What follows belongs to an exercise in optimizing a design on an open flow for small area and a short achievable clock period; a production flow would make more cautious choices.
Only simulation tests tie the RTL to the original design; equivalence was not proved.
Power figures rest on the tool's default switching activity, not on a simulated workload.

==> flow/post_gpl.tcl <==
# Runs after global placement (POST_GLOBAL_PLACE_TCL). The output ports have setup slack to
# spare, so their port buffers become the smallest buffer; detailed placement legalizes later.
set n 0
foreach inst [get_cells output*] {
  if { [get_property $inst ref_name] == "sky130_fd_sc_hd__buf_2" } {
    replace_cell $inst sky130_fd_sc_hd__buf_1
    incr n
  }
}
puts "post_gpl: $n output port buffers set to sky130_fd_sc_hd__buf_1"
==> design.v <==
module TNS_encoder_12(
    input wire [10:0] datain,
    input wire clock,
    output reg [11:0] codeout
    );
    wire [11:0] code_wire;
    TNS_core core(.datain(datain), .r_bit({codeout[11], codeout[8], codeout[5], codeout[2]}), .code_wire(code_wire));
    always @(posedge clock) codeout <= code_wire;
endmodule
module TNS_core(datain, r_bit, code_wire);
  input [10:0] datain;
  input [3:0] r_bit;
  output [11:0] code_wire;
  wire n_new_n100;
  wire n_new_n101;
  wire n_new_n102;
  wire n_new_n103;
  wire n_new_n104;
  wire n_new_n106;
  wire n_new_n107;
  wire n_new_n108;
  wire n_new_n109;
  wire n_new_n110;
  wire n_new_n112;
  wire n_new_n113;
  wire n_new_n114;
  wire n_new_n116;
  wire n_new_n117;
  wire n_new_n118;
  wire n_new_n119;
  wire n_new_n120;
  wire n_new_n121;
  wire n_new_n122;
  wire n_new_n123;
  wire n_new_n124;
  wire n_new_n125;
  wire n_new_n126;
  wire n_new_n127;
  wire n_new_n128;
  wire n_new_n129;
  wire n_new_n130;
  wire n_new_n131;
  wire n_new_n132;
  wire n_new_n133;
  wire n_new_n134;
  wire n_new_n135;
  wire n_new_n136;
  wire n_new_n137;
  wire n_new_n138;
  wire n_new_n139;
  wire n_new_n140;
  wire n_new_n141;
  wire n_new_n142;
  wire n_new_n143;
  wire n_new_n144;
  wire n_new_n145;
  wire n_new_n146;
  wire n_new_n147;
  wire n_new_n148;
  wire n_new_n149;
  wire n_new_n150;
  wire n_new_n151;
  wire n_new_n152;
  wire n_new_n153;
  wire n_new_n154;
  wire n_new_n155;
  wire n_new_n156;
  wire n_new_n157;
  wire n_new_n158;
  wire n_new_n159;
  wire n_new_n160;
  wire n_new_n161;
  wire n_new_n162;
  wire n_new_n163;
  wire n_new_n164;
  wire n_new_n165;
  wire n_new_n166;
  wire n_new_n167;
  wire n_new_n168;
  wire n_new_n169;
  wire n_new_n170;
  wire n_new_n171;
  wire n_new_n172;
  wire n_new_n173;
  wire n_new_n174;
  wire n_new_n175;
  wire n_new_n176;
  wire n_new_n177;
  wire n_new_n178;
  wire n_new_n179;
  wire n_new_n180;
  wire n_new_n181;
  wire n_new_n182;
  wire n_new_n183;
  wire n_new_n184;
  wire n_new_n185;
  wire n_new_n186;
  wire n_new_n187;
  wire n_new_n188;
  wire n_new_n189;
  wire n_new_n190;
  wire n_new_n191;
  wire n_new_n192;
  wire n_new_n193;
  wire n_new_n194;
  wire n_new_n195;
  wire n_new_n196;
  wire n_new_n197;
  wire n_new_n198;
  wire n_new_n199;
  wire n_new_n200;
  wire n_new_n201;
  wire n_new_n202;
  wire n_new_n203;
  wire n_new_n204;
  wire n_new_n205;
  wire n_new_n206;
  wire n_new_n207;
  wire n_new_n208;
  wire n_new_n209;
  wire n_new_n210;
  wire n_new_n211;
  wire n_new_n212;
  wire n_new_n213;
  wire n_new_n214;
  wire n_new_n215;
  wire n_new_n216;
  wire n_new_n217;
  wire n_new_n218;
  wire n_new_n219;
  wire n_new_n221;
  wire n_new_n222;
  wire n_new_n224;
  wire n_new_n225;
  wire n_new_n227;
  wire n_new_n228;
  wire n_new_n229;
  wire n_new_n230;
  wire n_new_n231;
  wire n_new_n232;
  wire n_new_n233;
  wire n_new_n234;
  wire n_new_n235;
  wire n_new_n236;
  wire n_new_n237;
  wire n_new_n238;
  wire n_new_n239;
  wire n_new_n240;
  wire n_new_n241;
  wire n_new_n242;
  wire n_new_n243;
  wire n_new_n244;
  wire n_new_n245;
  wire n_new_n246;
  wire n_new_n247;
  wire n_new_n248;
  wire n_new_n249;
  wire n_new_n250;
  wire n_new_n251;
  wire n_new_n252;
  wire n_new_n253;
  wire n_new_n254;
  wire n_new_n255;
  wire n_new_n256;
  wire n_new_n257;
  wire n_new_n258;
  wire n_new_n259;
  wire n_new_n260;
  wire n_new_n261;
  wire n_new_n262;
  wire n_new_n263;
  wire n_new_n264;
  wire n_new_n266;
  wire n_new_n267;
  wire n_new_n268;
  wire n_new_n270;
  wire n_new_n272;
  wire n_new_n273;
  wire n_new_n274;
  wire n_new_n275;
  wire n_new_n276;
  wire n_new_n277;
  wire n_new_n278;
  wire n_new_n279;
  wire n_new_n28;
  wire n_new_n280;
  wire n_new_n282;
  wire n_new_n284;
  wire n_new_n29;
  wire n_new_n30;
  wire n_new_n31;
  wire n_new_n32;
  wire n_new_n33;
  wire n_new_n34;
  wire n_new_n35;
  wire n_new_n36;
  wire n_new_n37;
  wire n_new_n38;
  wire n_new_n39;
  wire n_new_n40;
  wire n_new_n41;
  wire n_new_n42;
  wire n_new_n43;
  wire n_new_n44;
  wire n_new_n45;
  wire n_new_n46;
  wire n_new_n47;
  wire n_new_n48;
  wire n_new_n49;
  wire n_new_n50;
  wire n_new_n51;
  wire n_new_n52;
  wire n_new_n53;
  wire n_new_n54;
  wire n_new_n55;
  wire n_new_n56;
  wire n_new_n57;
  wire n_new_n58;
  wire n_new_n59;
  wire n_new_n60;
  wire n_new_n61;
  wire n_new_n62;
  wire n_new_n63;
  wire n_new_n64;
  wire n_new_n65;
  wire n_new_n66;
  wire n_new_n67;
  wire n_new_n68;
  wire n_new_n69;
  wire n_new_n70;
  wire n_new_n71;
  wire n_new_n72;
  wire n_new_n73;
  wire n_new_n74;
  wire n_new_n75;
  wire n_new_n76;
  wire n_new_n77;
  wire n_new_n78;
  wire n_new_n79;
  wire n_new_n80;
  wire n_new_n81;
  wire n_new_n82;
  wire n_new_n83;
  wire n_new_n84;
  wire n_new_n85;
  wire n_new_n86;
  wire n_new_n87;
  wire n_new_n88;
  wire n_new_n89;
  wire n_new_n90;
  wire n_new_n91;
  wire n_new_n92;
  wire n_new_n93;
  wire n_new_n94;
  wire n_new_n95;
  wire n_new_n96;
  wire n_new_n97;
  wire n_new_n98;
  wire n_new_n99;
  assign n_new_n28 = (datain[1] & datain[4]);
  assign n_new_n29 = (~datain[1] & ~datain[4]);
  assign n_new_n30 = (~n_new_n28 & ~n_new_n29);
  assign n_new_n31 = (~datain[0] & ~datain[3]);
  assign n_new_n32 = (datain[0] & datain[3]);
  assign n_new_n33 = (datain[2] & ~n_new_n29);
  assign n_new_n34 = (~n_new_n32 & ~n_new_n33);
  assign n_new_n35 = (~n_new_n31 & ~n_new_n34);
  assign n_new_n36 = (n_new_n30 & n_new_n35);
  assign n_new_n37 = (~n_new_n28 & ~n_new_n36);
  assign n_new_n38 = (datain[2] & ~n_new_n37);
  assign n_new_n39 = (~n_new_n31 & ~n_new_n32);
  assign n_new_n40 = (~n_new_n38 & n_new_n39);
  assign n_new_n41 = (n_new_n38 & ~n_new_n39);
  assign n_new_n42 = (~n_new_n40 & ~n_new_n41);
  assign n_new_n43 = (datain[7] & datain[10]);
  assign n_new_n44 = (datain[6] & datain[9]);
  assign n_new_n45 = (~datain[5] & ~datain[8]);
  assign n_new_n46 = (~datain[6] & ~datain[9]);
  assign n_new_n47 = (~n_new_n45 & ~n_new_n46);
  assign n_new_n48 = (~n_new_n44 & ~n_new_n47);
  assign n_new_n49 = (n_new_n43 & ~n_new_n48);
  assign n_new_n50 = (datain[5] & datain[8]);
  assign n_new_n51 = (~n_new_n45 & ~n_new_n50);
  assign n_new_n52 = (~datain[7] & ~datain[10]);
  assign n_new_n53 = (~n_new_n48 & ~n_new_n52);
  assign n_new_n54 = (~n_new_n43 & ~n_new_n53);
  assign n_new_n55 = (n_new_n51 & n_new_n54);
  assign n_new_n56 = (~n_new_n45 & ~n_new_n55);
  assign n_new_n57 = (n_new_n43 & n_new_n50);
  assign n_new_n58 = (n_new_n56 & ~n_new_n57);
  assign n_new_n59 = (datain[9] & ~n_new_n58);
  assign n_new_n60 = (~datain[9] & n_new_n56);
  assign n_new_n61 = (~n_new_n59 & ~n_new_n60);
  assign n_new_n62 = (~n_new_n49 & ~n_new_n61);
  assign n_new_n63 = (~datain[6] & ~n_new_n62);
  assign n_new_n64 = (datain[6] & ~n_new_n61);
  assign n_new_n65 = (~n_new_n63 & ~n_new_n64);
  assign n_new_n66 = (n_new_n42 & ~n_new_n65);
  assign n_new_n67 = (~n_new_n42 & n_new_n65);
  assign n_new_n68 = (~n_new_n66 & ~n_new_n67);
  assign n_new_n69 = (~datain[2] & n_new_n37);
  assign n_new_n70 = (~n_new_n38 & ~n_new_n69);
  assign n_new_n71 = (datain[8] & ~n_new_n43);
  assign n_new_n72 = (n_new_n44 & n_new_n50);
  assign n_new_n73 = (~n_new_n71 & n_new_n72);
  assign n_new_n74 = (~n_new_n51 & ~n_new_n73);
  assign n_new_n75 = (~n_new_n54 & n_new_n74);
  assign n_new_n76 = (~n_new_n55 & ~n_new_n75);
  assign n_new_n77 = (~n_new_n70 & n_new_n76);
  assign n_new_n78 = (n_new_n70 & ~n_new_n76);
  assign n_new_n79 = (n_new_n49 & ~n_new_n72);
  assign n_new_n80 = (~n_new_n46 & n_new_n50);
  assign n_new_n81 = (~n_new_n44 & n_new_n52);
  assign n_new_n82 = (~n_new_n80 & n_new_n81);
  assign n_new_n83 = (n_new_n54 & ~n_new_n82);
  assign n_new_n84 = (~n_new_n79 & ~n_new_n83);
  assign n_new_n85 = (~n_new_n30 & ~n_new_n35);
  assign n_new_n86 = (~n_new_n36 & ~n_new_n85);
  assign n_new_n87 = (n_new_n84 & ~n_new_n86);
  assign n_new_n88 = (~n_new_n66 & ~n_new_n87);
  assign n_new_n89 = (~n_new_n78 & ~n_new_n88);
  assign n_new_n90 = (~n_new_n84 & n_new_n86);
  assign n_new_n91 = (n_new_n89 & ~n_new_n90);
  assign n_new_n92 = (n_new_n77 & n_new_n91);
  assign n_new_n93 = (r_bit[0] & n_new_n67);
  assign n_new_n94 = (n_new_n87 & ~n_new_n93);
  assign n_new_n95 = (n_new_n78 & ~n_new_n94);
  assign n_new_n96 = (~n_new_n92 & ~n_new_n95);
  assign n_new_n97 = (~n_new_n68 & n_new_n96);
  assign n_new_n98 = (~n_new_n89 & ~n_new_n90);
  assign n_new_n99 = (~n_new_n67 & n_new_n77);
  assign n_new_n100 = (~n_new_n66 & ~n_new_n99);
  assign n_new_n101 = (~r_bit[0] & ~n_new_n100);
  assign n_new_n102 = (n_new_n98 & n_new_n101);
  assign n_new_n103 = (n_new_n68 & ~n_new_n96);
  assign n_new_n104 = (~n_new_n102 & ~n_new_n103);
  assign code_wire[0] = ~((~n_new_n97 & n_new_n104));
  assign n_new_n106 = (n_new_n89 & n_new_n90);
  assign n_new_n107 = (~n_new_n94 & ~n_new_n106);
  assign n_new_n108 = (~n_new_n100 & ~n_new_n107);
  assign n_new_n109 = (n_new_n98 & ~n_new_n101);
  assign n_new_n110 = (n_new_n107 & n_new_n109);
  assign code_wire[1] = (~n_new_n108 & ~n_new_n110);
  assign n_new_n112 = (~n_new_n77 & ~n_new_n91);
  assign n_new_n113 = (~n_new_n95 & n_new_n112);
  assign n_new_n114 = (~n_new_n92 & ~n_new_n102);
  assign code_wire[2] = (~n_new_n113 & n_new_n114);
  assign n_new_n116 = (~datain[8] & datain[10]);
  assign n_new_n117 = (n_new_n46 & n_new_n116);
  assign n_new_n118 = (datain[6] & n_new_n51);
  assign n_new_n119 = (~n_new_n117 & ~n_new_n118);
  assign n_new_n120 = (~datain[7] & ~n_new_n119);
  assign n_new_n121 = (~datain[7] & datain[9]);
  assign n_new_n122 = (~datain[10] & ~n_new_n121);
  assign n_new_n123 = (datain[5] & datain[7]);
  assign n_new_n124 = (~datain[8] & ~n_new_n123);
  assign n_new_n125 = (n_new_n122 & n_new_n124);
  assign n_new_n126 = (~datain[5] & datain[6]);
  assign n_new_n127 = (n_new_n116 & ~n_new_n126);
  assign n_new_n128 = (~n_new_n125 & ~n_new_n127);
  assign n_new_n129 = (datain[6] & ~n_new_n128);
  assign n_new_n130 = (~n_new_n120 & ~n_new_n129);
  assign n_new_n131 = (n_new_n46 & n_new_n123);
  assign n_new_n132 = (datain[10] & n_new_n44);
  assign n_new_n133 = (~n_new_n123 & n_new_n132);
  assign n_new_n134 = (~n_new_n131 & ~n_new_n133);
  assign n_new_n135 = (datain[8] & ~n_new_n134);
  assign n_new_n136 = (datain[8] & ~datain[10]);
  assign n_new_n137 = (datain[7] & datain[9]);
  assign n_new_n138 = (~datain[5] & ~n_new_n137);
  assign n_new_n139 = (n_new_n136 & ~n_new_n138);
  assign n_new_n140 = (n_new_n45 & ~n_new_n122);
  assign n_new_n141 = (~n_new_n139 & ~n_new_n140);
  assign n_new_n142 = (~datain[6] & ~n_new_n141);
  assign n_new_n143 = (~n_new_n135 & ~n_new_n142);
  assign n_new_n144 = (n_new_n130 & n_new_n143);
  assign n_new_n145 = (datain[4] & ~n_new_n144);
  assign n_new_n146 = (~datain[3] & ~n_new_n38);
  assign n_new_n147 = (datain[3] & n_new_n38);
  assign n_new_n148 = (~n_new_n146 & ~n_new_n147);
  assign n_new_n149 = (~datain[6] & datain[8]);
  assign n_new_n150 = (datain[6] & ~datain[8]);
  assign n_new_n151 = (n_new_n123 & ~n_new_n150);
  assign n_new_n152 = (~n_new_n149 & n_new_n151);
  assign n_new_n153 = (~n_new_n140 & ~n_new_n152);
  assign n_new_n154 = (~datain[10] & ~n_new_n153);
  assign n_new_n155 = (~n_new_n71 & ~n_new_n116);
  assign n_new_n156 = (datain[5] & ~datain[6]);
  assign n_new_n157 = (~datain[10] & ~n_new_n156);
  assign n_new_n158 = (~datain[7] & ~n_new_n126);
  assign n_new_n159 = (~n_new_n157 & n_new_n158);
  assign n_new_n160 = (~datain[9] & ~n_new_n159);
  assign n_new_n161 = (~n_new_n155 & n_new_n160);
  assign n_new_n162 = (datain[9] & n_new_n126);
  assign n_new_n163 = (datain[8] & datain[9]);
  assign n_new_n164 = (~n_new_n46 & ~n_new_n163);
  assign n_new_n165 = (~n_new_n162 & n_new_n164);
  assign n_new_n166 = (~datain[5] & ~datain[7]);
  assign n_new_n167 = (~n_new_n131 & ~n_new_n166);
  assign n_new_n168 = (~n_new_n165 & n_new_n167);
  assign n_new_n169 = (datain[10] & n_new_n168);
  assign n_new_n170 = (~n_new_n161 & ~n_new_n169);
  assign n_new_n171 = (~n_new_n154 & n_new_n170);
  assign n_new_n172 = (n_new_n148 & n_new_n171);
  assign n_new_n173 = (~n_new_n146 & ~n_new_n172);
  assign n_new_n174 = (~datain[4] & n_new_n144);
  assign n_new_n175 = (~n_new_n145 & ~n_new_n174);
  assign n_new_n176 = (n_new_n173 & n_new_n175);
  assign n_new_n177 = (~n_new_n145 & ~n_new_n176);
  assign n_new_n178 = (~n_new_n44 & ~n_new_n163);
  assign n_new_n179 = (~n_new_n117 & n_new_n178);
  assign n_new_n180 = (n_new_n166 & ~n_new_n179);
  assign n_new_n181 = (~n_new_n127 & ~n_new_n156);
  assign n_new_n182 = (n_new_n137 & ~n_new_n181);
  assign n_new_n183 = (datain[7] & ~datain[9]);
  assign n_new_n184 = (datain[6] & n_new_n183);
  assign n_new_n185 = (~n_new_n51 & n_new_n184);
  assign n_new_n186 = (~n_new_n182 & ~n_new_n185);
  assign n_new_n187 = (~n_new_n180 & n_new_n186);
  assign n_new_n188 = (n_new_n168 & n_new_n179);
  assign n_new_n189 = (n_new_n44 & ~n_new_n152);
  assign n_new_n190 = (n_new_n136 & n_new_n189);
  assign n_new_n191 = (~datain[8] & ~datain[9]);
  assign n_new_n192 = (datain[6] & ~n_new_n43);
  assign n_new_n193 = (n_new_n191 & n_new_n192);
  assign n_new_n194 = (datain[5] & n_new_n193);
  assign n_new_n195 = (~n_new_n190 & ~n_new_n194);
  assign n_new_n196 = (~n_new_n188 & n_new_n195);
  assign n_new_n197 = (n_new_n187 & n_new_n196);
  assign n_new_n198 = (n_new_n177 & n_new_n197);
  assign n_new_n199 = (~n_new_n173 & ~n_new_n175);
  assign n_new_n200 = (~n_new_n176 & ~n_new_n199);
  assign n_new_n201 = (~n_new_n148 & ~n_new_n171);
  assign n_new_n202 = (~n_new_n172 & ~n_new_n201);
  assign n_new_n203 = (~n_new_n112 & n_new_n202);
  assign n_new_n204 = (n_new_n200 & ~n_new_n203);
  assign n_new_n205 = (n_new_n112 & ~n_new_n202);
  assign n_new_n206 = (n_new_n198 & ~n_new_n205);
  assign n_new_n207 = (n_new_n204 & ~n_new_n206);
  assign n_new_n208 = (~r_bit[1] & ~n_new_n207);
  assign n_new_n209 = (~n_new_n177 & ~n_new_n197);
  assign n_new_n210 = (~n_new_n204 & ~n_new_n209);
  assign n_new_n211 = (~n_new_n208 & ~n_new_n210);
  assign n_new_n212 = (n_new_n198 & ~n_new_n211);
  assign n_new_n213 = (~n_new_n200 & ~n_new_n205);
  assign n_new_n214 = (n_new_n209 & ~n_new_n213);
  assign n_new_n215 = (~n_new_n208 & n_new_n214);
  assign n_new_n216 = (~n_new_n212 & ~n_new_n215);
  assign n_new_n217 = (~n_new_n203 & ~n_new_n205);
  assign n_new_n218 = (n_new_n216 & n_new_n217);
  assign n_new_n219 = (~n_new_n216 & ~n_new_n217);
  assign code_wire[3] = (~n_new_n218 & ~n_new_n219);
  assign n_new_n221 = (~n_new_n211 & ~n_new_n213);
  assign n_new_n222 = (~n_new_n200 & n_new_n218);
  assign code_wire[4] = ~((~n_new_n221 & ~n_new_n222));
  assign n_new_n224 = (~n_new_n198 & ~n_new_n210);
  assign n_new_n225 = (~n_new_n215 & n_new_n224);
  assign code_wire[5] = (~n_new_n212 & ~n_new_n225);
  assign n_new_n227 = (n_new_n187 & n_new_n189);
  assign n_new_n228 = (n_new_n186 & ~n_new_n193);
  assign n_new_n229 = (~n_new_n123 & ~n_new_n228);
  assign n_new_n230 = (~datain[6] & datain[7]);
  assign n_new_n231 = (~datain[8] & ~n_new_n230);
  assign n_new_n232 = (~datain[5] & datain[7]);
  assign n_new_n233 = (n_new_n46 & ~n_new_n232);
  assign n_new_n234 = (~n_new_n231 & n_new_n233);
  assign n_new_n235 = (~datain[6] & datain[9]);
  assign n_new_n236 = (n_new_n166 & n_new_n235);
  assign n_new_n237 = (~n_new_n234 & ~n_new_n236);
  assign n_new_n238 = (~n_new_n229 & n_new_n237);
  assign n_new_n239 = (~n_new_n227 & n_new_n238);
  assign n_new_n240 = (~n_new_n224 & n_new_n239);
  assign n_new_n241 = (~datain[5] & ~n_new_n231);
  assign n_new_n242 = (~n_new_n239 & n_new_n241);
  assign n_new_n243 = (datain[8] & n_new_n230);
  assign n_new_n244 = (~n_new_n125 & ~n_new_n150);
  assign n_new_n245 = (~n_new_n232 & ~n_new_n244);
  assign n_new_n246 = (datain[5] & ~datain[7]);
  assign n_new_n247 = (~n_new_n163 & n_new_n246);
  assign n_new_n248 = (~n_new_n245 & ~n_new_n247);
  assign n_new_n249 = (~n_new_n243 & n_new_n248);
  assign n_new_n250 = (~n_new_n242 & n_new_n249);
  assign n_new_n251 = (~n_new_n240 & n_new_n250);
  assign n_new_n252 = (n_new_n224 & ~n_new_n239);
  assign n_new_n253 = (~n_new_n121 & ~n_new_n183);
  assign n_new_n254 = (~r_bit[2] & ~n_new_n253);
  assign n_new_n255 = (~n_new_n252 & n_new_n254);
  assign n_new_n256 = (n_new_n251 & ~n_new_n255);
  assign n_new_n257 = (~n_new_n149 & ~n_new_n248);
  assign n_new_n258 = (n_new_n253 & n_new_n257);
  assign n_new_n259 = (~n_new_n253 & ~n_new_n257);
  assign n_new_n260 = (~n_new_n258 & ~n_new_n259);
  assign n_new_n261 = (~n_new_n256 & ~n_new_n260);
  assign n_new_n262 = (~n_new_n240 & ~n_new_n252);
  assign n_new_n263 = (~n_new_n261 & n_new_n262);
  assign n_new_n264 = (n_new_n261 & ~n_new_n262);
  assign code_wire[6] = (~n_new_n263 & ~n_new_n264);
  assign n_new_n266 = (~n_new_n240 & n_new_n260);
  assign n_new_n267 = (~n_new_n250 & ~n_new_n252);
  assign n_new_n268 = (~n_new_n266 & n_new_n267);
  assign code_wire[7] = (~n_new_n256 & ~n_new_n268);
  assign n_new_n270 = (n_new_n251 & n_new_n253);
  assign code_wire[8] = (~n_new_n261 & ~n_new_n270);
  assign n_new_n272 = (~n_new_n251 & ~n_new_n257);
  assign n_new_n273 = (~datain[7] & n_new_n272);
  assign n_new_n274 = (~n_new_n191 & ~n_new_n273);
  assign n_new_n275 = (datain[10] & ~r_bit[3]);
  assign n_new_n276 = (~n_new_n274 & ~n_new_n275);
  assign n_new_n277 = (~datain[8] & n_new_n273);
  assign n_new_n278 = (n_new_n137 & ~n_new_n272);
  assign n_new_n279 = (~n_new_n163 & ~n_new_n278);
  assign n_new_n280 = (~n_new_n277 & n_new_n279);
  assign code_wire[9] = (~n_new_n276 & n_new_n280);
  assign n_new_n282 = (~n_new_n274 & n_new_n275);
  assign code_wire[10] = ~((n_new_n280 & ~n_new_n282));
  assign n_new_n284 = (~datain[9] & code_wire[10]);
  assign code_wire[11] = (datain[10] & ~n_new_n284);
endmodule
module encoder_3c1s_18x18(datain, clock, codeout);
    input wire [219:0] datain;
    input wire clock;
    output wire [239:0] codeout;
    TNS_encoder_12 ecoder01( .datain(datain[10:0]), .clock(clock), .codeout(codeout[11:0]) );
    TNS_encoder_12 ecoder02( .datain(datain[21:11]), .clock(clock), .codeout(codeout[23:12]) );
    TNS_encoder_12 ecoder03( .datain(datain[32:22]), .clock(clock), .codeout(codeout[35:24]) );
    TNS_encoder_12 ecoder04( .datain(datain[43:33]), .clock(clock), .codeout(codeout[47:36]) );
    TNS_encoder_12 ecoder05( .datain(datain[54:44]), .clock(clock), .codeout(codeout[59:48]) );
    TNS_encoder_12 ecoder06( .datain(datain[65:55]), .clock(clock), .codeout(codeout[71:60]) );
    TNS_encoder_12 ecoder07( .datain(datain[76:66]), .clock(clock), .codeout(codeout[83:72]) );
    TNS_encoder_12 ecoder08( .datain(datain[87:77]), .clock(clock), .codeout(codeout[95:84]) );
    TNS_encoder_12 ecoder09( .datain(datain[98:88]), .clock(clock), .codeout(codeout[107:96]) );
    TNS_encoder_12 ecoder10( .datain(datain[109:99]), .clock(clock), .codeout(codeout[119:108]) );
    TNS_encoder_12 ecoder11( .datain(datain[120:110]), .clock(clock), .codeout(codeout[131:120]) );
    TNS_encoder_12 ecoder12( .datain(datain[131:121]), .clock(clock), .codeout(codeout[143:132]) );
    TNS_encoder_12 ecoder13( .datain(datain[142:132]), .clock(clock), .codeout(codeout[155:144]) );
    TNS_encoder_12 ecoder14( .datain(datain[153:143]), .clock(clock), .codeout(codeout[167:156]) );
    TNS_encoder_12 ecoder15( .datain(datain[164:154]), .clock(clock), .codeout(codeout[179:168]) );
    TNS_encoder_12 ecoder16( .datain(datain[175:165]), .clock(clock), .codeout(codeout[191:180]) );
    TNS_encoder_12 ecoder17( .datain(datain[186:176]), .clock(clock), .codeout(codeout[203:192]) );
    TNS_encoder_12 ecoder18( .datain(datain[197:187]), .clock(clock), .codeout(codeout[215:204]) );
    TNS_encoder_12 ecoder19( .datain(datain[208:198]), .clock(clock), .codeout(codeout[227:216]) );
    TNS_encoder_12 ecoder20( .datain(datain[219:209]), .clock(clock), .codeout(codeout[239:228]) );
endmodule
==> config.mk <==
export PLATFORM = sky130hd
export DESIGN_NAME = encoder_3c1s_18x18
export DESIGN_NICKNAME = encoder_3c1s_18x18
export VERILOG_FILES = /design/flow/design.v
export SDC_FILE = /design/flow/constraint.sdc
export NUM_CORES = 4
export LEC_CHECK = 0
export CAP_MARGIN = 20
export CORE_MARGIN = 2
export CORE_UTILIZATION = 40
export CTS_BUF_LIST = sky130_fd_sc_hd__clkbuf_2 sky130_fd_sc_hd__clkbuf_4
export SLEW_MARGIN = 20
==> flow/regnames.py <==
"""Give the registers of our own synthesis netlist the names the standard synthesis gave them,
pairing them by the net each register drives. Exits 1 if the registers cannot be paired one to one
with the same cell types."""
import re, sys
std_path, own_path, out_path = sys.argv[1:4]
pat = re.compile(r'^\s*(sky130_fd_sc_hd__df\w+)\s+(\\\S+|\S+)\s*\((.*?)\);', re.S | re.M)
def regs(text):
    d = {}
    for m in pat.finditer(text):
        q = re.search(r'\.Q\(\s*(\\\S+\s|[^()\s]+)\s*\)', m.group(3))
        if not q:
            sys.exit('no Q pin on %s' % m.group(2))
        d[q.group(1).strip()] = (m.group(1), m.group(2), m.start(2), m.end(2))
    return d
std = open(std_path).read()
own = open(own_path).read()
rs, ro = regs(std), regs(own)
if set(rs) != set(ro) or len(rs) != len(ro):
    sys.exit('register Q nets differ: %d std, %d own' % (len(rs), len(ro)))
edits = []
for q, (cell, name, a, b) in ro.items():
    scell, sname = rs[q][0], rs[q][1]
    if scell != cell:
        sys.exit('cell type differs for %s: %s vs %s' % (q, scell, cell))
    if not sname.startswith('\\'):
        sys.exit('unexpected std name %s' % sname)
    edits.append((a, b, sname + ' '))
for a, b, s in sorted(edits, reverse=True):
    own = own[:a] + s + own[b:]
open(out_path, 'w').write(own)
print('renamed %d registers' % len(edits))
==> flow/run.sh <==
#!/bin/bash
# Own layout flow. The standard synthesis runs first, for reference. Then our own synthesis of
# the same RTL: Yosys's generic synthesis (no fsm/share passes, flattened) without its adder
# extraction, and a light ABC mapping that keeps the structure of the logic as the RTL gives it.
# Its registers are renamed to the standard synthesis's names (paired by the port each drives,
# same cell types), and it replaces the standard netlist if that pairing succeeds. Then the standard flow's
# standard layout runs from floorplan on, with buf_2 cells as the port buffers (the output
# ones become buf_1 after global placement) and a setup margin for the repair steps.
set -euo pipefail
W=$(pwd)
R=$W/orfs/results/$FLOW_PLATFORM/encoder_3c1s_18x18/base
YOSYS=yosys
[ -x "$FLOW_HOME/../tools/install/yosys/bin/yosys" ] && YOSYS=$FLOW_HOME/../tools/install/yosys/bin/yosys
LIB=$FLOW_HOME/platforms/$FLOW_PLATFORM/lib/sky130_fd_sc_hd__tt_025C_1v80.lib

bash standard.sh synth > std_synth.log 2>&1
cp $R/1_2_yosys.v $W/std_1_2_yosys.v

DU=""
for c in $(sed -n '/^export DONT_USE_CELLS/,/^$/p' $FLOW_HOME/platforms/$FLOW_PLATFORM/config.mk | grep -o 'sky130_fd_sc_hd__[a-z0-9_]*'); do
  DU="$DU -dont_use $c"
done
cat > $W/own_synth.ys <<EOT
read_verilog -sv $FLOW_DESIGN
synth -flatten -nofsm -noshare -noabc -top $FLOW_TOP
opt -purge
dfflibmap -liberty $LIB $DU
opt
abc -script $W/flow/map.abc -liberty $LIB $DU -D 12000
opt_clean -purge
hilomap -singleton -hicell sky130_fd_sc_hd__conb_1 HI -locell sky130_fd_sc_hd__conb_1 LO
splitnets
opt_clean -purge
rename -hide w:* x:* %d
stat -liberty $LIB
write_verilog -noattr -nohex -nodec $W/own_1_2_yosys.v
EOT
if $YOSYS -s $W/own_synth.ys > own_synth.log 2>&1 && \
   python3 $W/flow/regnames.py $W/std_1_2_yosys.v $W/own_1_2_yosys.v $W/own_named_1_2_yosys.v > regnames.log 2>&1; then
  echo "using own synthesis" > synth_choice.log
  cp $W/own_named_1_2_yosys.v $R/1_2_yosys.v
  touch $R/1_2_yosys.v
else
  echo "own synthesis failed or registers differ; keeping the standard netlist" > synth_choice.log
fi
export BUFFER_PORTS_ARGS="-buffer_cell sky130_fd_sc_hd__buf_2"
# ask the repair steps for more setup slack than the constraints need, to shorten the period
export SETUP_SLACK_MARGIN=7.8
export POST_GLOBAL_PLACE_TCL=$W/flow/post_gpl.tcl
# clock tree as the standard flow builds it, with the buffers of config.mk and no dummy loads
export CTS_ARGS="-sink_clustering_enable -repair_clock_nets -dont_use_dummy_load -buf_list {sky130_fd_sc_hd__clkbuf_2 sky130_fd_sc_hd__clkbuf_4}"
bash standard.sh > layout.log 2>&1
==> constraint.sdc <==
create_clock -name core_clock -period 12.0 [get_ports {clock}]
set_input_delay 2.4000 -clock core_clock [delete_from_list [all_inputs] [get_ports {clock}]]
set_output_delay 2.4000 -clock core_clock [all_outputs]
set_load 0.01 [all_outputs]
==> standard.sh <==
#!/bin/bash
# synth_recipe.tcl (not shown) runs the flow's synth.tcl, then flattens the netlist and writes it again
# the make line also repeats each setting of config.mk as NAME=value (left out here)
make -C /OpenROAD-flow-scripts/flow DESIGN_CONFIG=/design/flow/config.mk WORK_HOME=/design/flow/orfs CLKGATE_MAP_FILE= SYNTH_SCRIPT=/design/flow/synth_recipe.tcl "${@:-finish}"
==> flow/map.abc <==
strash; dch -f; map; topo; stime -c; buffer -c; upsize -c; dnsize -c
==> summary.md, run 1 <==
| Metric | Value |
|---|---|
| HP Class | flip-flop to flip-flop |
| Num CTS Buffers | 78 |
| Syn. warnings | 1 |
| Routing usage on met1 | 28.8% |
| Most common cell after layout, fill and taps aside | nand2_1 |
| GRT overflow | 0 |
| Routed vias | 33.6k |
| First-pass GRT wire length | 143000 um |
| IO Count | 461 |
| Pre-CTS WS | 7.02 ns |
| Status | complete, no violations |
| Hold_buf cts | 0 |
| Number of DRC markers in iteration 0 | around 2.8k |
| Initial core utilization | 40.3% |
| Die area | 0.0726 mm^2 |
| Final Hold Vio Count | 0 |
| CTS root buf | clkbuf_4 |
| Final setup viols | 0 |
| Tot GR Track Use | 22.8% |
| Total wire length | about 88000 um |
| Cell area after layout | approximately 0.033 mm^2 |
| Initial antenna violation count | 28 |
| Share of cells above drive strength 1 | about a fifth |
| First-pass DRT Iterations | 7 |
| DRC | 0 |
| WP data arrival | 4.76 ns |
| Routed len/inst | 14.6 um |
| Placement Cell Area | 0.0315 mm^2 |
| Largest net degree at the start of global routing | 18 |
| Minimum hold slack | around 0.57 ns |
| Deepest clock path buffer count | 3 |
| Rel. slew slack | 53.7% |
| Startpoint types | input pin |
| Worst VDD drop | 0.0887 mV |
| CTS clk-pin slew, worst paths | 0.05 ns |
| Power density cells | 127 mW/mm^2 |
| Post-route setup slack | ~7.9 ns |
| Post-synth net total | 4721 |
| Final core occ | 47.0% |
| Core footprint | 0.0699 mm^2 |
| Worst EP required | 12.65 ns |
| Worst Tran Pin Value | between 0.6 and 0.7 ns |
| Nets | 5272 |
| Fmax | 243 MHz |
| Synth Instances | 4500 |
| DIE HEIGHT | around 270 um |
| Vias in the first global route | 29.9k |
| Hpwl dp | 69600 um |
| Footprint of the multi-input gates | around 0.022 mm^2 |
| Via-to-Cell Ratio | 5.60 |
| # H-tree levels | 3 |
| Max Slew Vio Count | 0 |
| CTS tree | built |
| Fill count | 7359 |
| Post-route minimum period | 4.11 ns |
| Routed Antenna Nets | 0 |
| Critical path fanouts, max | 15 |
| CP Capture Type | flip-flop |
| Skew-Pair Late Insertion Delay | 0.76 ns |
| Core Rows | 97 |
| Mapped Avg Cell Area | approximately 6.3 um^2 |
| Final period util | 34.3% |
| Max-Cap Viols | 0 |
| CTS sink count | 240 |
| Gr busiest metal | met2 |
| Setup repair after global routing missed its margin | yes |
| Die width | around 270 um |
| P&R area growth vs syn | 16.5% |
| Commonest cells after routing, fill and taps aside | nand2_1, nor2_1, inv_1 |
| Mapped cell area | 0.0282 mm^2 |
| P_leak | 15.3 nW |
| Reg area | a little under 0.005 mm^2 |
| Setup TNS | 0 ns |
| Setup CP Type | input pin to flip-flop |
| Port Buffer Count | 460 |
| Clock Skews | 0.0551 ns |
| Met3 usage | 4.75% |
| M2 GR Usage | 37.8% |
==> through the flow <==
stage	cells	power (mW)
3_5_place_dp	5880	3.48
5_1_grt	6006	4.56
3_3_place_gp	5880	3.55
2_1_floorplan	4500	2.79
4_1_cts	5958	4.18
6_report	6007	4.18
==> final cells by class <==
type	instances	share of cell area (%)
multi-input cells	3677	66.1
flip-flops and latches	240	14.6
repair buffers	491	7.21
inverters	563	6.57
well taps	940	3.58
clock buffers	78	1.78
diodes	18	0.137
==> what timing repair did <==
| item | 4_1_cts | 5_1_grt |
|---|---|---|
| endpoints found under the setup margin | 0 | 73 |
| gates resized for setup | 0 | 136 |
| endpoints found under the hold margin | 0 | 0 |
| buffers inserted | 0 | 31 |
==> report_power, final <==
part	internal [mW]	switching [mW]	leakage [nW]
clock network	0.291	0.366	0.359
registers	1.09	0.149	2.02
logic	0.824	1.46	12.9
total	2.21	1.97	15.3
==> registers in the layout, indices dropped and copies added (netlist names) <==
| signal | flops |
|---|---|
| ecoder01.codeout | 12 |
| ecoder02.codeout | 12 |
| ecoder03.codeout | 12 |
| ecoder04.codeout | 12 |
| ecoder05.codeout | 12 |
| ecoder06.codeout | 12 |
| ecoder07.codeout | 12 |
| ecoder08.codeout | 12 |
| ecoder09.codeout | 12 |
| ecoder10.codeout | 12 |
| ecoder11.codeout | 12 |
| ecoder12.codeout | 12 |
| ecoder13.codeout | 12 |
| ecoder14.codeout | 12 |
| ecoder15.codeout | 12 |
| ecoder16.codeout | 12 |
| ecoder17.codeout | 12 |
| ecoder18.codeout | 12 |
| ecoder19.codeout | 12 |
| ecoder20.codeout | 12 |
==> worst max-delay path, cell delays in order <==
cell      delay (ns)
clkbuf_4        0.20
nor2_4          0.16
inv_1           0.11
nand2_1         0.12
o21ai_0         0.13
o21ai_1         0.33
nor2_1          0.18
a31oi_4         0.23
o21bai_4        0.10
a21oi_4         0.21
o21bai_2        0.10
a31oi_1         0.20
o211ai_1        0.14
a21oi_1         0.15
==> final timing paths <==
kind	endpoint	slack [ns]	cells after the start	from
worst max-delay path	ecoder12.codeout[11]	7.89	14	datain[129]
worst min register to register	ecoder02.codeout[7]	0.57	3	ecoder02.codeout[8]
worst max register to register	ecoder17.codeout[0]	10.83	5	ecoder17.codeout[2]
worst min-delay path	ecoder02.codeout[7]	0.57	3	ecoder02.codeout[8]
==> routing by layer <==
| layer | wire, um | up-vias |
|---|---|---|
| met5 | 56 | - |
| met4 | 2860 | 10 |
| met3 | 7080 | 204 |
| met2 | 40400 | 1294 |
| met1 | 37500 | 15000 |
| li1 | - | 17100 |
==> run 2, diff against run 1 <==
--- a/flow/run.sh
+++ b/flow/run.sh
@@ -46,5 +46,5 @@
 export BUFFER_PORTS_ARGS="-buffer_cell sky130_fd_sc_hd__buf_2"
 # ask the repair steps for more setup slack than the constraints need, to shorten the period
-export SETUP_SLACK_MARGIN=7.8
+export SETUP_SLACK_MARGIN=7.6
 export POST_GLOBAL_PLACE_TCL=$W/flow/post_gpl.tcl
 # clock tree as the standard flow builds it, with the buffers of config.mk and no dummy loads
--- a/config.mk
+++ b/config.mk
@@ -10,3 +10,4 @@
 export CORE_UTILIZATION = 40
 export CTS_BUF_LIST = sky130_fd_sc_hd__clkbuf_2 sky130_fd_sc_hd__clkbuf_4
+export PLACE_DENSITY = 0.8
 export SLEW_MARGIN = 20
==> summary.md, run 2 <==
| Metric | Value |
|---|---|
| GRT overflow | 0 |
| Tot Pwr | roughly 4.1 mW |
| Postcts setup bufs | 0 |
| Comb pwr share | 54.1% |
| Gr busiest metal | met2 |
| Routed vias | 33.8k |
| Met3 usage | 4.90% |
| CTS root buf | clkbuf_4 |
| Power density cells | 129 mW/mm^2 |
| Synth Instances | 4500 |
| Post-route minimum period | around 4.2 ns |
| Crit path buf inv count | 2 |
| Final Hold Vio Count | 0 |
| Core Rows | 97 |
| Reg power frac | 30.1% |
| Port Buffer Count | 460 |
| Via-to-Cell Ratio | 5.66 |
| M2 GR Usage | between 30% and 40% |
| Setup CP Type | input pin to flip-flop |
| Die area | 0.0726 mm^2 |
| Die width | 269 um |
| Syn. warnings | 1 |
| Internal power | about 2.2 mW |
| Core footprint | 0.0699 mm^2 |
| Max-Cap Viols | 0 |
| P&R area growth vs syn | 13.0% |
| Crit path max-delay family | compound AO/OA/AOI/OAI gates |
| Max Slew Vio Count | 0 |
| Crit-path max cell delay | 0.39 ns |
| Critical path fanouts, max | 13 |
| Status | complete, no violations |
| Final setup viols | 0 |
| DRC | 0 |
| Hpwl dp | 68300 um |
| Nets | 5241 |
| Skew-Pair Late Insertion Delay | 0.79 ns |
| Share of cells above drive strength 1 | 16.0% |
| CTS clk-pin slew, worst paths | about 0.060 ns |
| NetSw | 1.95 mW |
| Routing usage on met1 | 27.9% |
| Worst Tran Pin Value | around 0.69 ns |
| Worst VDD drop | 0.109 mV |
| Num CTS Buffers | 78 |
| Worst path cell trace | buf_2 -> inv_2 -> a21oi_1 -> nor2_1 -> o31ai_1 -> nand3_1 -> nand2_1 -> o2111ai_1 -> nand2_1 -> o21bai_4 -> a21oi_4 -> o21bai_2 -> nand2_1 -> a21oi_1 -> o211ai_1 -> a21oi_1 |
| WP data arrival | 4.90 ns |
| First-pass DRT Iterations | 8 |
| Routed len/inst | around 14 um |
| HP Class | flip-flop to flip-flop |
| Share of total power in the clock network | approximately 16% |
| Clock Skews | 0.0751 ns |
| Worst EP required | 12.67 ns |
| Mapped cell area | approximately 0.028 mm^2 |
| Tot GR Track Use | 22.4% |
| CP Capture Type | flip-flop |
| Startpoint types | input pin |
| Setup TNS | 0 ns |
| Deepest clock path buffer count | 3 |
| P_leak | 15.0 nW |
| CTS sink count | 240 |
| Setup repair after global routing missed its margin | yes |
| Initial core utilization | 40.3% |
| Initial antenna violation count | 16 |
| R2R Setup Slk | 10.70 ns |
| Post-synth net total | 4721 |
| Fmax | 236 MHz |
| # H-tree levels | 3 |
| Most common cell after layout, fill and taps aside | nand2_1 |
| DIE HEIGHT | 269 um |
| Mapped Avg Cell Area | 6.26 um^2 |
| CP max-delay cell | o31ai_1 |
| Number of DRC markers in iteration 0 | 2633 |
| Routed Antenna Nets | 0 |
| Largest net degree at the start of global routing | 18 |
| IO Count | 461 |
| Sw Share | 47.3% |
| CTS tree | built |
| Rel. slew slack | 53.0% |
| Commonest cells after routing, fill and taps aside | nand2_1, nor2_1, inv_1 |
| Final period util | a little over a third |
| First-pass GRT wire length | 141000 um |
| Total wire length | 85400 um |
| Vias in the first global route | about 30k |
-- run 2: power groups by stage --
stage          registers [mW]  clock network (mW)  logic [mW]
6_report                 1.24               0.649        2.23
5_1_grt                  1.26               0.727        2.49
4_1_cts                  1.24               0.692        2.22
3_5_place_dp             1.25                   0        2.21
3_3_place_gp             1.25                   0        2.26
2_1_floorplan            1.35                   0        1.42
-- run 2: repair_timing --
item | 4_1_cts | 5_1_grt
hold buffers | 0 | 0
endpoints found under the hold margin | 0 | 0
resized for setup | 0 | 10
endpoints found under the setup margin | 0 | 6
-- run 2: worst register-to-register path, cell delays in order, from the launching register on --
cell and delay (ns):
dfxtp_1 0.40, o21bai_1 0.16, nand2_1 0.12, nand2_1 0.07
nand2_1 0.09, o31ai_1 0.34
-- run 2: final timing paths --
kind / from / to / cells after the start
worst max-delay path: datain[194] / ecoder18.codeout[11] / 16
worst min-delay path: ecoder04.codeout[11] / ecoder04.codeout[9] / 2
worst max register to register: ecoder14.codeout[5] / ecoder14.codeout[4] / 5
worst min register to register: ecoder04.codeout[11] / ecoder04.codeout[9] / 2
-- run 2: layout make-up --
cell class	instances	area [um^2]
Antenna cell	10	25.0
Clock buffer	78	586
Fill cell	7301	38100
Inverter	563	2150
Multi-Input combinational cell	3677	21100
Sequential cell	240	4800
Tap cell	940	1180
Timing Repair Buffer	460	2020
-- run 2: metrics by stage --
stage,cells,utilization [%],hold WS (ns),setup WS (ns),cell area [um^2]
after floorplan,4500,-,0.606,7.72,28200
after global placement,5880,45.1,0.557,7.11,31500
after detailed placement,5880,44.7,0.572,7.06,31200
after CTS,5958,45.5,0.570,7.91,31800
after global routing,5965,45.6,0.586,7.54,31800
final,5968,45.6,0.567,7.76,31900
-- run 2: metal layers --
layer	wire length, um	part of all wire [%]
met1	36200	42
met2	39200	46
met3	7110	8.3
met4	2760	3.2
met5	69	0.081
==> run 3, diff against run 2 <==
--- a/config.mk
+++ b/config.mk
@@ -10,4 +10,3 @@
 export CORE_UTILIZATION = 40
 export CTS_BUF_LIST = sky130_fd_sc_hd__clkbuf_2 sky130_fd_sc_hd__clkbuf_4
-export PLACE_DENSITY = 0.8
 export SLEW_MARGIN = 20
==> summary.md, run 3 <==
| Metric | Value |
|---|---|
| Routing usage on met1 | 28.9% |
| Worst VDD drop | 0.0985 mV |
| Core footprint | 0.0699 mm^2 |
| Via-to-Cell Ratio | ~5.6 |
| CTS root buf | clkbuf_4 |
| P_leak | 15.0 nW |
| Tot GR Track Use | 23.0% |
| Final Hold Vio Count | 0 |
| Vias in the first global route | 30.0k |
| R2R Setup Slk | roughly 11 ns |
| Share of cells above drive strength 1 | 16.0% |
| Number of DRC markers in iteration 0 | roughly 2.6k |
| Fmax | 238 MHz |
| IO Count | 461 |
| Post-route minimum period | 4.21 ns |
| CTS clk-pin slew, worst paths | roughly 0.06 ns |
| Critical path fanouts, max | 15 |
| Routed len/inst | 14.7 um |
| Max-Cap Viols | 0 |
| Setup repair after global routing missed its margin | yes |
| DIE HEIGHT | 269 um |
| Synth Instances | 4500 |
| Non-Filler Instances | about 6.0k |
| Skew-Pair Late Insertion Delay | 0.83 ns |
| Initial core utilization | 40.3% |
| P&R area growth vs syn | 13.0% |
| Clock Skews | 0.0516 ns |
| Port Buffer Count | 460 |
| First-pass GRT wire length | 143000 um |
| Setup TNS | 0 ns |
| Reg2Reg Depth | 6 |
| CP Capture Type | flip-flop |
| First-pass DRT Iterations | 10 |
| Hpwl dp | 70100 um |
| Final setup viols | 0 |
| Routed Antenna Nets | 0 |
| Nets | around 5.2k |
| Met3 usage | 5.91% |
| # H-tree levels | 3 |
| Rel. slew slack | 48.8% |
| Mapped cell area | approximately 0.028 mm^2 |
| Die area | 0.0726 mm^2 |
| Placed instance count | 5880 |
| Max Slew Vio Count | 0 |
| Hold Crit Depth | 3 |
| Routed vias | ~33k |
| GRT overflow | 0 |
| Status | complete, no violations |
| CTS sink count | 240 |
| Core Rows | 97 |
| Syn. warnings | 1 |
| Initial antenna violation count | 22 |
| Mapped Avg Cell Area | 6.26 um^2 |
| Final period util | 35.0% |
| CTS tree | built |
| Num CTS Buffers | 80 |
| Die width | 269 um |
| Deepest clock path buffer count | 3 |
| Placement Cell Area | 0.0312 mm^2 |
| Most common cell after layout, fill and taps aside | nand2_1 |
| Setup CP Type | input pin to flip-flop |
| Worst Tran Pin Value | 0.758 ns |
| Final core occ | 45.6% |
| Largest net degree at the start of global routing | 18 |
| HP Class | flip-flop to flip-flop |
| Commonest cells after routing, fill and taps aside | nand2_1, nor2_1, inv_1 |
| DRC | 0 |
| Cell area after layout | 0.0319 mm^2 |
| WP data arrival | ~4.9 ns |
| Worst EP required | 12.71 ns |
| Startpoint types | input pin |
| Total wire length | 87700 um |
| M2 GR Usage | 37.3% |
| Gr busiest metal | met2 |
| Power density cells | 129 mW/mm^2 |
| Post-synth net total | 4721 |
## run 3: report_power, final
part	total (mW)	internal (mW)	switching [mW]
logic	2.21	0.781	1.43
clock network	0.670	0.299	0.372
registers	1.24	1.09	0.145
total	4.12	2.17	1.94
## run 3: final timing paths
check	start	to
setup / recovery	datain[204]	ecoder19.codeout[11]
hold / removal	ecoder03.codeout[8]	ecoder03.codeout[7]
setup reg to reg	ecoder05.codeout[2]	ecoder05.codeout[0]
hold reg to reg	ecoder03.codeout[8]	ecoder03.codeout[7]
## run 3: final cells by class
class / instances / area [um^2]
Clock buffer: 80 / 601
Timing Repair Buffer: 460 / 2020
Inverter: 563 / 2150
Fill cell: 7513 / 38000
Antenna cell: 13 / 32.5
Sequential cell: 240 / 4800
Multi-Input combinational cell: 3677 / 21100
Tap cell: 940 / 1180
## run 3: what timing repair did
action,CTS,global route
endpoints found under the setup margin,0,4
gates resized for setup,0,6
buffers inserted,0,0
hold buffers,0,0
## run 3: metrics by stage
stage	setup WS, ns	power, mW	hold WS, ns
6_report	7.79	4.12	0.552
5_1_grt	7.54	4.50	0.601
4_1_cts	7.91	4.17	0.555
3_5_place_dp	7.05	3.45	0.561
3_3_place_gp	7.05	3.52	0.561
2_1_floorplan	7.72	2.77	0.606
## run 3: per-layer routing
metal  vias up  part of all wire [%]
met5         -                  0.17
met4        22                   3.4
met3       223                   8.6
met2      1312                    45
met1     14700                    43
li1      17000                     -
## run 3: critical path, stage by stage
cell and delay, ns:
buf_2 0.26, inv_2 0.11, nand2_1 0.19, nand3_1 0.13, a31oi_1 0.24, o211ai_1 0.17
nand4_1 0.17, nand2_2 0.11, a31oi_4 0.23, o21bai_4 0.10, a21oi_4 0.18, o21bai_2 0.10
a31oi_1 0.23, o211ai_1 0.14, a21oi_1 0.16
==> run 4, diff against run 3 <==
--- a/flow/run.sh
+++ b/flow/run.sh
@@ -48,5 +48,3 @@
 export SETUP_SLACK_MARGIN=7.6
 export POST_GLOBAL_PLACE_TCL=$W/flow/post_gpl.tcl
-# clock tree as the standard flow builds it, with the buffers of config.mk and no dummy loads
-export CTS_ARGS="-sink_clustering_enable -repair_clock_nets -dont_use_dummy_load -buf_list {sky130_fd_sc_hd__clkbuf_2 sky130_fd_sc_hd__clkbuf_4}"
 bash standard.sh > layout.log 2>&1
--- a/config.mk
+++ b/config.mk
@@ -9,4 +9,4 @@
 export CORE_MARGIN = 2
 export CORE_UTILIZATION = 40
-export CTS_BUF_LIST = sky130_fd_sc_hd__clkbuf_2 sky130_fd_sc_hd__clkbuf_4
+export CTS_BUF_LIST = sky130_fd_sc_hd__clkbuf_4 sky130_fd_sc_hd__clkbuf_8
 export SLEW_MARGIN = 20
==> summary.md, run 4 <==
| Metric | Value |
|---|---|
| Status | complete, no violations |
| First-pass DRT Iterations | 7 |
| Number of DRC markers in iteration 0 | 2664 |
| Vias in the first global route | 29.9k |
| Hpwl dp | 70100 um |
| Cell area after layout | 0.0332 mm^2 |
| Initial core utilization | around two fifths |
| Crit path max-delay family | compound AO/OA/AOI/OAI gates |
| Port Buffer Count | 460 |
| Hold Crit Depth | 3 |
| Final period util | about 36% |
| DIE HEIGHT | 269 um |
| P&R area growth vs syn | 17.6% |
| Post-route setup slack | approximately 7.7 ns |
| Routed Antenna Nets | 0 |
| Reg2Reg Depth | 6 |
| Pre-CTS WS | between 7 and 8 ns |
| CP Capture Type | flip-flop |
| Skew-Pair Late Insertion Delay | roughly 0.65 ns |
| Hold EP | ecoder03.codeout[7] |
| CTS sink count | 240 |
| CTS root buf | clkbuf_8 |
| P_leak | 15.5 nW |
| Worst Tran Pin Value | 0.649 ns |
| Final core occ | 47.4% |
| GRT overflow | 0 |
| Power density cells | ~140 mW/mm^2 |
| Final Hold Vio Count | 0 |
| DRC | 0 |
| Deepest clock path buffer count | 3 |
| Hold_buf cts | 0 |
| Crit-path max cell delay | roughly 0.35 ns |
| CTS clk-pin slew, worst paths | 0.06 ns |
| Rel. slew slack | between 50% and 60% |
| Post-route minimum period | ~4.3 ns |
| First-pass GRT wire length | 144000 um |
| Routed len/inst | roughly 15 um |
| Core Rows | 97 |
| HP Class | flip-flop to flip-flop |
| Most common cell after layout, fill and taps aside | nand2_1 |
| Setup TNS | 0 ns |
| CTS tree | built |
| Total wire length | 88700 um |
| # H-tree levels | 2 |
| Die area | just over 0.07 mm^2 |
| Max Slew Vio Count | 0 |
| Crit path buf inv count | 2 |
| Max-Cap Viols | 0 |
| Startpoint types | input pin |
| Worst EP required | 12.57 ns |
| Commonest cells after routing, fill and taps aside | nand2_1, nor2_1, inv_1 |
| Share of cells above drive strength 1 | 17.7% |
| Worst path cell trace | buf_2 -> inv_2 -> a21oi_1 -> nor2_1 -> o31ai_1 -> nand3_1 -> nand2_1 -> o2111ai_1 -> nand2_1 -> o21bai_4 -> a21oi_4 -> o21bai_2 -> nand2_1 -> a21oi_1 -> o211ai_1 -> a21oi_1 |
| Crit path from | datain[29] |
| Clock Skews | 0.0145 ns |
| Routed vias | 33.4k |
| Largest net degree at the start of global routing | 18 |
| Mapped Avg Cell Area | 6.26 um^2 |
| Post-synth net total | around 4.7k |
| Nets | 5238 |
| Worst hold path startpoint | ecoder03.codeout[8] |
| Final setup viols | 0 |
| Setup CP Type | input pin to flip-flop |
| CP max-delay cell | o31ai_1 |
| Die width | 269 um |
| Tot GR Track Use | 22.9% |
| Mapped cell area | 0.0282 mm^2 |
| Num CTS Buffers | 52 |
| R2R Setup Slk | roughly 11 ns |
| IO Count | around 460 |
| Initial antenna violation count | 21 |
| Fmax | approximately 230 MHz |
| Worst R2R End | ecoder05.codeout[0] |
| Placement Cell Area | 0.0312 mm^2 |
| Synth Instances | 4500 |
| Core footprint | around 0.070 mm^2 |
| Setup repair after global routing missed its margin | yes |
| Worst VDD drop | about 0.10 mV |
| Via-to-Cell Ratio | 5.55 |
| FF-to-FF Start | ecoder05.codeout[2] |
| Syn. warnings | 1 |
| Critical path fanouts, max | 13 |
| WP data arrival | 4.85 ns |
run 4: changes by cell type in the layout (fill, tap and decap cells not counted), moves of 8 or more:
| cell | before | now |
|---|---|---|
| clkbuf_8 | 0 | 65 |
| buf_2 | 214 | 165 |
| buf_4 | 0 | 28 |
| clkbuf_4 | 86 | 61 |
| clkinv_2 | 1 | 13 |
| nand2_1 | 1042 | 1030 |
| nand2_2 | 65 | 75 |
| o31ai_1 | 39 | 30 |
| o31ai_2 | 0 | 9 |
| o2111ai_1 | 40 | 32 |
| o2111ai_2 | 0 | 8 |
| o21ai_0 | 247 | 239 |
run 4: layout make-up:
| cell class | instances | area, um^2 |
|---|---|---|
| antenna | 10 | 25.0 |
| clock buffer | 77 | 985 |
| clock inverter | 19 | 270 |
| fill | 7400 | 36800 |
| inverter | 563 | 2160 |
| multi-input combinational | 3677 | 21400 |
| sequential | 240 | 4800 |
| tap | 940 | 1180 |
| timing repair buffer | 483 | 2320 |
run 4: power by group:
group          total (mW)  switching (mW)  internal [mW]
registers            1.24           0.145           1.09
clock network        1.11           0.434          0.675
logic                2.26            1.45          0.810
run 4: worst min-delay path: cells and delay by family, from the launching register on:
| kind | cells | cell delay, ns |
|---|---|---|
| AOI/OAI and AO/OA | 1 | 0.06 |
| and+or+nand+nor | 2 | 0.13 |
| DFF | 1 | 0.32 |
run 4: repair_timing:
| item | CTS | global route |
|---|---|---|
| gates resized for setup | 0 | 139 |
| setup endpoints to repair | 0 | 72 |
| setup buffers | 0 | 23 |
run 4: per-layer routing:
metal | track usage (%) | vias to the layer above | share of wire (%)
li1 | - | 17000 | -
met1 | 29.1 | 14800 | 43
met2 | 37.5 | 1279 | 45
met3 | 5.65 | 208 | 8.1
met4 | 8.26 | 24 | 3.3
met5 | 0 | - | 0.17
run 4: through the flow:
stage	hold WS (ns)	std cells	power [mW]
after global placement	0.561	5880	3.52
after detailed placement	0.561	5880	3.45
after global routing	0.613	6007	4.97
after floorplan	0.606	4500	2.77
final	0.569	6009	4.60
after CTS	0.572	5976	4.60
run 4: how the worst max path moves through the flow:
stage / depth (start not counted) / endpoint
final: 16 / ecoder03.codeout[11]
after detailed placement: 16 / ecoder09.codeout[11]
after floorplan: 12 / ecoder19.codeout[6]
after global routing: 17 / ecoder05.codeout[11]
after global placement: 16 / ecoder09.codeout[11]
after CTS: 16 / ecoder09.codeout[11]
==> run 5, diff against run 4 <==
--- a/config.mk
+++ b/config.mk
@@ -9,4 +9,3 @@
 export CORE_MARGIN = 2
 export CORE_UTILIZATION = 40
-export CTS_BUF_LIST = sky130_fd_sc_hd__clkbuf_4 sky130_fd_sc_hd__clkbuf_8
 export SLEW_MARGIN = 20
==> summary.md, run 5 <==
| Metric | Value |
|---|---|
| Status | complete, no violations |
| Routed len/inst | 15.0 um |
| Most common cell after layout, fill and taps aside | nand2_1 |
| Rel. slew slack | 61.2% |
| Core Rows | 97 |
| Tot Pwr | 4.83 mW |
| Comb pwr share | 49.3% |
| CTS root buf | clkbuf_16 |
| Worst VDD drop | ~0.14 mV |
| CP Capture Type | flip-flop |
| Fmax | ~230 MHz |
| CP max-delay cell | a31oi_1 |
| P_leak | 16.0 nW |
| Tot GR Track Use | between 20% and 30% |
| Via-to-Cell Ratio | between 5 and 6 |
| GRT overflow | 0 |
| Clock Skews | 0.0151 ns |
| Worst Tran Pin Value | 0.573 ns |
| Final period util | a little over a third |
| Final setup viols | 0 |
| Post-synth net total | 4721 |
| Initial antenna violation count | 14 |
| Max Slew Vio Count | 0 |
| Synth Instances | approximately 4.5k |
| WP data arrival | 4.76 ns |
| Nets | 5281 |
| HP Class | flip-flop to flip-flop |
| Mapped Avg Cell Area | 6.26 um^2 |
| Setup CP Type | input pin to flip-flop |
| Routed Antenna Nets | 0 |
| Initial core utilization | about two fifths |
| Critical path fanouts, max | 15 |
| Placement Cell Area | 0.0312 mm^2 |
| Mapped cell area | 0.0282 mm^2 |
| Port Buffer Count | 460 |
| CTS clk-pin slew, worst paths | 0.06 ns |
| First-pass DRT Iterations | 6 |
| Number of DRC markers in iteration 0 | 2675 |
| Post-route setup slack | 7.68 ns |
| Power density cells | 139 mW/mm^2 |
| Vias in the first global route | 29.8k |
| Share of total power in the clock network | approximately a quarter |
| NetSw | 2.10 mW |
| CTS sink count | 240 |
| Core footprint | 0.0699 mm^2 |
| Worst path cell trace | buf_4 -> nand2_2 -> nand2_1 -> nand3_1 -> a31oi_1 -> o211ai_1 -> nand4_1 -> nand2_2 -> a31oi_4 -> o21bai_4 -> a21oi_4 -> nor2_1 -> nor2_2 -> a21oi_1 -> xor2_1 |
| Worst EP required | 12.44 ns |
| Skew-Pair Late Insertion Delay | about 0.56 ns |
| Hpwl dp | 70100 um |
| Setup TNS | 0 ns |
| Startpoint types | input pin |
| Sw Share | 43.4% |
| Die area | 0.0726 mm^2 |
| Internal power | between 2 and 3 mW |
| Total wire length | 90700 um |
| Crit-path max cell delay | 0.26 ns |
| Largest net degree at the start of global routing | 18 |
| Setup repair after global routing missed its margin | yes |
| Syn. warnings | 1 |
| Num CTS Buffers | 37 |
| IO Count | ~460 |
| P&R area growth vs syn | 23.4% |
| Deepest clock path buffer count | 3 |
| Hold_buf cts | 0 |
| First-pass GRT wire length | 144000 um |
| Share of cells above drive strength 1 | 20.5% |
| DRC | 0 |
| Reg power frac | 25.6% |
| Max-Cap Viols | 0 |
| Commonest cells after routing, fill and taps aside | nand2_1, nor2_1, inv_1 |
| Pre-CTS WS | 7.05 ns |
| Footprint of the multi-input gates | roughly 0.022 mm^2 |
| # H-tree levels | 2 |
| Worst path most repeated cell | nand2_2 |
| Post-route minimum period | 4.32 ns |
| DIE HEIGHT | 269 um |
| Cell area after layout | around 0.035 mm^2 |
| Reg area | ~0.0048 mm^2 |
| Routed vias | 33.8k |
| Fill count | approximately 7.2k |
| Final Hold Vio Count | 0 |
| Die width | 269 um |
| CTS tree | built |
run 5: metrics by stage:
step | hold WS [ns] | utilization, % | cells
after global placement | 0.561 | 45.1 | 5880
after global routing | 0.611 | 49.7 | 6030
after CTS | 0.563 | 46.6 | 5948
after floorplan | 0.606 | - | 4500
after detailed placement | 0.561 | 44.7 | 5880
final | 0.566 | 49.7 | 6032
run 5: final timing paths:
path | cells after the start | slack (ns) | from | to
hold reg to reg | 3 | 0.57 | ecoder03.codeout[8] | ecoder03.codeout[7]
hold / removal | 3 | 0.57 | ecoder03.codeout[8] | ecoder03.codeout[7]
setup reg to reg | 5 | 10.72 | ecoder17.codeout[2] | ecoder17.codeout[0]
setup / recovery | 15 | 7.68 | datain[116] | ecoder11.codeout[6]
run 5: area by class of cell:
| class | count | area share (%) |
|---|---|---|
| multi-input cells | 3677 | 64.1 |
| flip-flops and latches | 240 | 13.8 |
| repair buffers | 541 | 8.33 |
| inverters | 563 | 6.54 |
| well taps | 940 | 3.38 |
| clock buffers | 50 | 3.10 |
| clock inverters | 18 | 0.748 |
| diodes | 3 | 0.0216 |
run 5: critical path: cells and delay by family:
family | cells | cell delay (ns)
AO/OA/AOI/OAI | 6 | 1.07
XOR/XNOR | 1 | 0.14
buffers and inverters | 1 | 0.20
AND/OR/NAND/NOR | 7 | 0.93
run 5: power groups by stage:
stage	sequential (mW)	clock [mW]	combinational, mW
2_1_floorplan	1.35	0	1.42
3_3_place_gp	1.25	0	2.28
3_5_place_dp	1.25	0	2.20
4_1_cts	1.24	1.25	2.21
5_1_grt	1.26	1.28	2.65
6_report	1.24	1.21	2.38
run 5: repair_timing:
item,4_1_cts,5_1_grt
setup buffers,0,81
setup endpoints to repair,0,146
hold endpoints to repair,0,0
resized for setup,0,455
run 5: routing by layer:
metal / vias to the layer above / global-route usage (%) / wire, um / share of wire, %
met5: - / 0 / 149 / 0.16
met4: 22 / 7.13 / 2740 / 3.0
met3: 217 / 4.92 / 6650 / 7.3
met2: 1282 / 38.4 / 42300 / 47
met1: 15200 / 29.2 / 38900 / 43
li1: 17100 / - / - / -
==> run 6, diff against run 5 <==
--- a/flow/run.sh
+++ b/flow/run.sh
@@ -46,5 +46,5 @@
 export BUFFER_PORTS_ARGS="-buffer_cell sky130_fd_sc_hd__buf_2"
 # ask the repair steps for more setup slack than the constraints need, to shorten the period
-export SETUP_SLACK_MARGIN=7.6
+export SETUP_SLACK_MARGIN=7.45
 export POST_GLOBAL_PLACE_TCL=$W/flow/post_gpl.tcl
 bash standard.sh > layout.log 2>&1
==> summary.md, run 6 <==
| Metric | Value |
|---|---|
| Setup repair after global routing missed its margin | yes |
| GRT overflow | 0 |
| Reg power frac | 26.5% |
| CP Capture Type | flip-flop |
| Most common cell after layout, fill and taps aside | nand2_1 |
| # H-tree levels | 2 |
| Die area | 0.0726 mm^2 |
| Setup CP Type | input pin to flip-flop |
| Share of total power in the clock network | between 20 and 30% |
| Placed instance count | 5880 |
| P&R area growth vs syn | 16.7% |
| Hpwl dp | between 70000 and 80000 um |
| Initial antenna violation count | 18 |
| Worst path cell trace | clkbuf_4 -> inv_2 -> nand2_1 -> a31oi_1 -> a22oi_1 -> nand3b_1 -> a31oi_4 -> o21bai_4 -> a21oi_4 -> o21bai_2 -> a31oi_1 -> o211ai_1 -> a21oi_1 |
| Synth Instances | 4500 |
| HP Class | flip-flop to flip-flop |
| Fmax | 230 MHz |
| Number of DRC markers in iteration 0 | about 2.8k |
| Final core occ | 47.1% |
| CP max-delay cell | nand3b_1 |
| CTS tree | built |
| Commonest cells after routing, fill and taps aside | nand2_1, nor2_1, inv_1 |
| NetSw | 2.03 mW |
| Die width | between 200 and 300 um |
| Minimum hold slack | 0.563 ns |
| Routed vias | 33.2k |
| Hold_buf cts | 0 |
| Routed len/inst | 14.8 um |
| Total wire length | about 88000 um |
| Startpoint types | input pin |
| CTS root buf | clkbuf_16 |
| Rel. slew slack | a little under three fifths |
| Largest net degree at the start of global routing | 18 |
| Tot GR Track Use | 22.9% |
| First-pass DRT Iterations | 7 |
| Syn. warnings | 1 |
| Skew-Pair Late Insertion Delay | 0.56 ns |
| Non-Filler Instances | roughly 6.0k |
| Routed Antenna Nets | 0 |
| Worst VDD drop | 0.135 mV |
| Deepest clock path buffer count | 3 |
| CTS clk-pin slew, worst paths | ~0.050 ns |
| Worst EP required | 12.48 ns |
| Status | complete, no violations |
| Nets | 5212 |
| First-pass GRT wire length | about 140000 um |
| Final Hold Vio Count | 0 |
| Max Slew Vio Count | 0 |
| Worst Tran Pin Value | around 0.65 ns |
| Internal power | 2.65 mW |
| DIE HEIGHT | 269 um |
| DRC | 0 |
| Critical path fanouts, max | 15 |
| Mapped Avg Cell Area | 6.26 um^2 |
| Num CTS Buffers | 37 |
| Post-synth net total | 4721 |
| Core footprint | 0.0699 mm^2 |
| Vias in the first global route | 29.8k |
| Worst path most repeated cell | a31oi_1 |
| Fill count | 7384 |
| IO Count | 461 |
| Crit-path max cell delay | 0.32 ns |
| Power density cells | about 140 mW/mm^2 |
| Port Buffer Count | 460 |
| Setup TNS | 0 ns |
| Mapped cell area | 0.0282 mm^2 |
| Pre-CTS WS | 7.05 ns |
| Final period util | between 30% and 40% |
| Post-route setup slack | between 7 and 8 ns |
| Clock Skews | ~0.014 ns |
| Tot Pwr | approximately 4.7 mW |
| CTS sink count | 240 |
| Initial core utilization | 40.3% |
| Via-to-Cell Ratio | 5.56 |
| Comb pwr share | 47.7% |
| Cell area after layout | approximately 0.033 mm^2 |
| Final setup viols | 0 |
| Core Rows | 97 |
| P_leak | 15.4 nW |
| Share of cells above drive strength 1 | around 16% |
| Max-Cap Viols | 0 |
| Sw Share | 43.4% |
| WP data arrival | 4.84 ns |
| Post-route minimum period | 4.36 ns |
| Placement Cell Area | roughly 0.031 mm^2 |
## run 6: power by group through the flow
stage               Combinational (mW)  Clock [mW]  Sequential, mW
finish                            2.23        1.21            1.24
global route                      2.50        1.28            1.26
CTS                               2.21        1.25            1.24
detailed placement                2.20           0            1.25
global placement                  2.28           0            1.25
floorplan                         1.42           0            1.35
## run 6: cell type report
| class | instances | area [um^2] | area share (%) |
|---|---|---|---|
| clock inverter | 18 | 260 | 0.791 |
| inverter | 563 | 2150 | 6.54 |
| sequential | 240 | 4800 | 14.6 |
| tap | 940 | 1180 | 3.57 |
| timing repair buffer | 472 | 2200 | 6.69 |
| multi-input combinational | 3677 | 21200 | 64.5 |
| antenna | 7 | 17.5 | 0.0532 |
| clock buffer | 50 | 1080 | 3.27 |
## run 6: worst max-delay path: cells and delay by family
kind,cells,cell delay (ns)
compound gates,9,1.61
simple gates,2,0.48
buf+inv,2,0.35
## run 6: final timing paths
path / start / end / slack (ns) / cells past startpoint
worst min register to register: ecoder03.codeout[8] / ecoder03.codeout[7] / 0.56 / 3
worst min-delay path: ecoder03.codeout[8] / ecoder03.codeout[7] / 0.56 / 3
worst max register to register: ecoder17.codeout[2] / ecoder17.codeout[0] / 10.79 / 5
worst max-delay path: datain[94] / ecoder09.codeout[11] / 7.64 / 13
## run 6: routing by layer
metal	wire length, um	global-route usage, %	share of wire, %	vias up
li1	-	-	-	16900
met3	6790	4.92	7.7	187
met2	40300	38.4	46	1286
met4	2510	7.13	2.9	24
met5	163	0	0.18	-
met1	38400	29.2	44	14700
## run 6: what timing repair did
item                       4_1_cts  5_1_grt
gates resized for setup          0       74
setup buffers                    0       12
hold endpoints to repair         0        0
setup endpoints to repair        0       43

==> afterwards: timing with drivers on the ports <==
The flow's constraints put no driver on any port. The routed layouts listed below were extracted and timed again, unchanged, in two steps.
Step 1 (the two cells are an assumption about what drives the block):
set clk [get_ports {clock}]
set_driving_cell -lib_cell sky130_fd_sc_hd__clkbuf_16 $clk
set_driving_cell -lib_cell sky130_fd_sc_hd__buf_2 [delete_from_list [all_inputs] $clk]
Step 2 times the ports against the registers' clock, not the clock port: input delays grow and output delays shrink by t, the midpoint of the rising clock arrivals with the driver on.
a / b / c = ideal / step 1 / step 2; a / b = the first two.
| run | shift t [ns] | slack for setup (ns) | worst data-port slew with drivers (ns) |
|---|---|---|---|
| run 1 | 0.805 | 7.888 / 7.912 / 7.107 | 0.12 |
| run 2 | 0.811 | 7.764 / 7.801 / 6.989 | 0.15 |
| run 3 | 0.841 | 7.795 / 7.788 / 6.947 | 0.11 |
| run 4 | 0.705 | 7.718 / 7.746 / 7.041 | 0.10 |
| run 5 | 0.621 | 7.682 / 7.716 / 7.095 | 0.09 |
| run 6 | 0.619 | 7.643 / 7.615 / 6.996 | 0.11 |
After both steps setup and hold are still met in every run listed. For run 3, which loses most, drivers alone change the setup slack by -0.007 ns; drivers and shift together by -0.848 ns.
